Context: an optimization exercise on an open-source flow, tuned for small area, a short achievable clock period and few clock cycles per item. The choices shown serve that exercise and are no tape-out recipe. The RTL was checked by simulation tests, not by an equivalence proof against the original design. Power is estimated from default activity; no workload was simulated.

==> build 38: inputs <==
## fft
module fft(clk, rst, data_in, wr_en, data_out, next_data_rd, busy, start);
export LEC_CHECK = 0
export CAP_MARGIN = 20
export CORE_AREA = 5 5 515 515
export CTS_CLUSTER_DIAMETER = 80
export CTS_CLUSTER_SIZE = 20
export DIE_AREA = 0 0 520 520
export PLACE_DENSITY = 0.72
export SLEW_MARGIN = 20
create_clock -name core_clock -period 22.0 [get_ports {clk}]
standard.sh (not shown) runs the stock make flow with config.mk's settings and CLKGATE_MAP_FILE= SYNTH_SCRIPT=/design/flow/synth_recipe.tcl, a recipe that flattens the netlist after the stock synthesis.
==> flow/flow/run.sh <==
#!/bin/bash
# Layout flow: the standard ORFS flow (standard.sh, all steps, with the
# settings of config.mk), with two changes:
#  - the timing repairs (after floorplan, clock tree synthesis and global
#    routing) aim for 16.2 ns of setup slack at the 22 ns clock instead of 0,
#    so that they also speed up paths that already meet it;
#  - the buffers that the flow puts on every input and output port are
#    sky130_fd_sc_hd__buf_2 cells (instead of the flow's first pick, a delay
#    cell), which the repairs may then resize.
# The clock, constraints, synthesis and everything else are the standard
# flow's.  The whole output of the flow goes to flow.log; ORFS keeps the log
# of each of its steps under orfs/logs.
set -euo pipefail
export SETUP_SLACK_MARGIN=16.2
export BUFFER_PORTS_ARGS="-buffer_cell sky130_fd_sc_hd__buf_2"
bash standard.sh > flow.log 2>&1
==> build 82: changes against build 38 <==
--- a/flow/design.v
+++ b/flow/design.v
@@ -5,13 +5,13 @@
 input wire wr_en;
 output reg [19:0] data_out;
 input wire next_data_rd;
 input wire start;
 output reg busy;
 localparam ST_WR = 2'd0, ST_BUSY = 2'd1, ST_RD = 2'd2;
-localparam BC_DONE = 7'd88;
+localparam BC_DONE = 7'd89;
 reg [1:0] state;
 reg [5:0] wcnt;
 reg wfull;
 reg [6:0] bc;
 reg [6:0] ir;
 reg [6:0] rdc;
@@ -187,13 +187,13 @@
             d[CW_W+5:CW_W] = p2[15:10];
         end
         d[CW_FX] = pX1 & (sX1 != 2'd0);
         d[CW_FY0] = pY1 & (c == 7'd1);
         d[CW_FY1] = pY1 & (c != 7'd1) & ~((sY1 == 2'd0) & hY1);
         d[CW_FY9] = pY1 & (sY1 == 2'd0) & hY1;
-        d[CW_PRE] = (c >= BC_DONE - 7'd2) && (c <= BC_DONE);
+        d[CW_PRE] = (c >= BC_DONE - 7'd3) && (c <= BC_DONE);
         d[CW_DONE] = (c == BC_DONE);
         d[CW_PB1] = (c == BC_DONE);
         d[CW_PB2] = (c == BC_DONE - 7'd1);
         dec = d;
     end
 endfunction
@@ -229,17 +229,18 @@
 wire [19:0] wGm = hG - wp;
 wire [19:0] wnq = -wq;
 wire [39:0] Xin = {(wb[2] ? (wb[1] ? wGm : wp) : xq), 20'd0};
 wire [39:0] Yin = wb[1] ? {hE, wq} : {wq, 20'd0};
 wire [39:0] X15 = {wGp, 20'd0};
 wire [39:0] Y15 = {hE, wnq};
+reg rdq;
 wire rd_st = (state == ST_RD);
 wire rd_go = rd_st & next_data_rd;
-wire iss = cwb[CW_PRE] | rd_go;
+wire iss = cwb[CW_PRE] | (rd_st & rdq);
 wire imode = rd_st | cwb[CW_PRE];
-wire adv = busy_st | rd_go;
+wire adv = busy_st | (rd_st & rdq);
 wire [2:0] il = rev3(ir[2:0]);                  
 wire [2:0] ib = {il[2], il[1:0] + 2'd2};        
 wire [39:0] iss_f = Q[{ib, 3'd0}];
 wire [39:0] iss_g = Q[{ib, 3'd1}];
 wire [39:0] tap = ({40{cwb[CW_TX6]}} & Q[6]) | ({40{cwb[CW_TX4]}} & Q[4]) |
                   ({40{cwb[CW_TY0]}} & Q[40]) | ({40{cwb[CW_TY1]}} & Q[41]) |
@@ -307,12 +308,13 @@
 wire [19:0] tsum = tf + tg;
 wire [19:0] tdif = tf - tg;
 wire [19:0] tneg = -tg;
 wire [39:0] trf = cw[CW_XH] ? {tf, tneg} : {tsum, 20'd0};
 wire [39:0] trg = cw[CW_XH] ? {tf, tg} : {tdif, 20'd0};
 wire [19:0] ow = pb ? bf_im : bf_re;
+reg [19:0] ob1, ob2;
 reg [19:0] dq;        
 wire xt0 = cwb[CW_PXT] & ~cw[CW_XH];
 wire xt1 = cwb[CW_PXT] & cw[CW_XH];
 wire [39:0] Xout = xt0 ? trf : cwb[CW_PXB] ? bf : Q[0];
 wire [39:0] Yout = (cwb[CW_PY] & ~cwb[CW_PY2H]) ? bf : Q[32];
 wire [2:0] istep = (ir[4:3] == 2'd1) ? 3'd6 : (ir[4:3] == 2'd3) ? 3'd2 : 3'd4;
@@ -358,16 +360,21 @@
         end
     end
 endgenerate
 always @(posedge clk) begin
     xq <= data_in;
     weq <= wr_en & ~rst;
-    if (cwb[CW_DONE] | rd_go)
-        dq <= ow;
-    data_out <= (cwb[CW_DONE] | rd_go) ? ow : dq;
+    rdq <= rd_go | cwb[CW_DONE];
+    if (cwb[CW_PB2] | rd_go)
+        dq <= cwb[CW_PB2] ? ow : ob1;
+    data_out <= cwb[CW_PB2] ? ow : rd_go ? ob1 : dq;
     busy <= ~rst & (((state == ST_WR) & start) | (busy_st & ~cw[CW_DONE]));
+    if (cwb[CW_PB1] | rd_go)
+        ob1 <= (cwb[CW_PB1] | rdq) ? ow : ob2;
+    if (rd_st & rdq)
+        ob2 <= ow;
     if (iss)
         ir <= ir + 7'd1;
     if (rst) begin
         state <= ST_WR;
         wcnt <= 6'd0;
         wfull <= 1'b0;
==> flow/flow/run.sh (replaced) <==
#!/bin/bash
# Layout flow: the standard ORFS flow (standard.sh, all steps, with the
# settings of config.mk), with two changes:
#  - the timing repairs (after floorplan, clock tree synthesis and global
#    routing) aim for 16 ns of setup slack at the 22 ns clock instead of 0,
#    so that they also speed up paths that already meet it;
#  - the buffers that the flow puts on every input and output port are
#    sky130_fd_sc_hd__buf_2 cells (instead of the flow's first pick, a delay
#    cell), which the repairs may then resize.
# The clock, constraints, synthesis and everything else are the standard
# flow's.  The whole output of the flow goes to flow.log; ORFS keeps the log
# of each of its steps under orfs/logs.
set -euo pipefail
export SETUP_SLACK_MARGIN=16
export BUFFER_PORTS_ARGS="-buffer_cell sky130_fd_sc_hd__buf_2"
bash standard.sh > flow.log 2>&1
==> comparison table <==
                                                          build 82   build 38
Run status                        no timing/DRC/antenna violations  no timing/DRC/antenna violations
Worst reg2reg path startpoint                              tca[11]      F[22]
Gate power share                                             52.3%      50.5%
Adder and majority gate portion of the synthesized area     10.50%     10.68%
Estimated wirelength of the detail-placed design         320900 um  297600 um
Syn_nets                                                     12338      12092
Post-route core utilization                                 60.29%     59.16%
Worst setup path start                                        busy     dq[11]
Total of fill cells in the finished design                   19864      19884
Routing usage on met1                                       48.31%     43.89%
Seq. pwr                                                   9.50 mW    8.58 mW
Design internal power                                     15.05 mW   13.51 mW
Combinational power                                        14.3 mW    12.3 mW
WHS                                                       363.8 ps   407.0 ps
Area delta synth->final                                     6.703%     6.711%
Min cycle time layout                                      5922 ps    5796 ps
Net switching component of the power                      12.35 mW   10.79 mW
Clock power frac                                             13.0%      14.2%
Maximum operating frequency                              168.9 MHz  172.5 MHz
Testbench counts of build 38, summed over its fixed seeds: cycles 18,048, frames 64.
Testbench counts of build 82, summed over its fixed seeds: cycles 18,112, frames 64.

-- what the ideal ports hide --
How much do the figures lean on ideal ports? The routed layouts below were timed once more, with nothing changed but the port constraints. Step 1, drivers: a clkbuf_16 drives clk and a buf_2 each remaining input, both assumed. Step 2 adds t to the input delays and takes it off the output delays; t is the mean of the earliest and latest rising clock arrival at the registers after step 1. Input paths then give back, and output paths get back, about the clock's delay inside the block. Three values: ideal ports, drivers, drivers and shift; two values: the first two.
| run | shift t [ns] | setup WS [ns] | pins driven straight from the clock port |
|---|---|---|---|
| build 38 | 0.955 | 16.204 / 16.110 / 15.363 | 1 |
| build 82 | 0.986 | 16.078 / 15.977 / 15.428 | 1 |
After both steps every run listed still meets setup and hold. The setup slack of build 38, which loses most, moves by -0.094 ns with the drivers and by -0.841 ns with both steps.
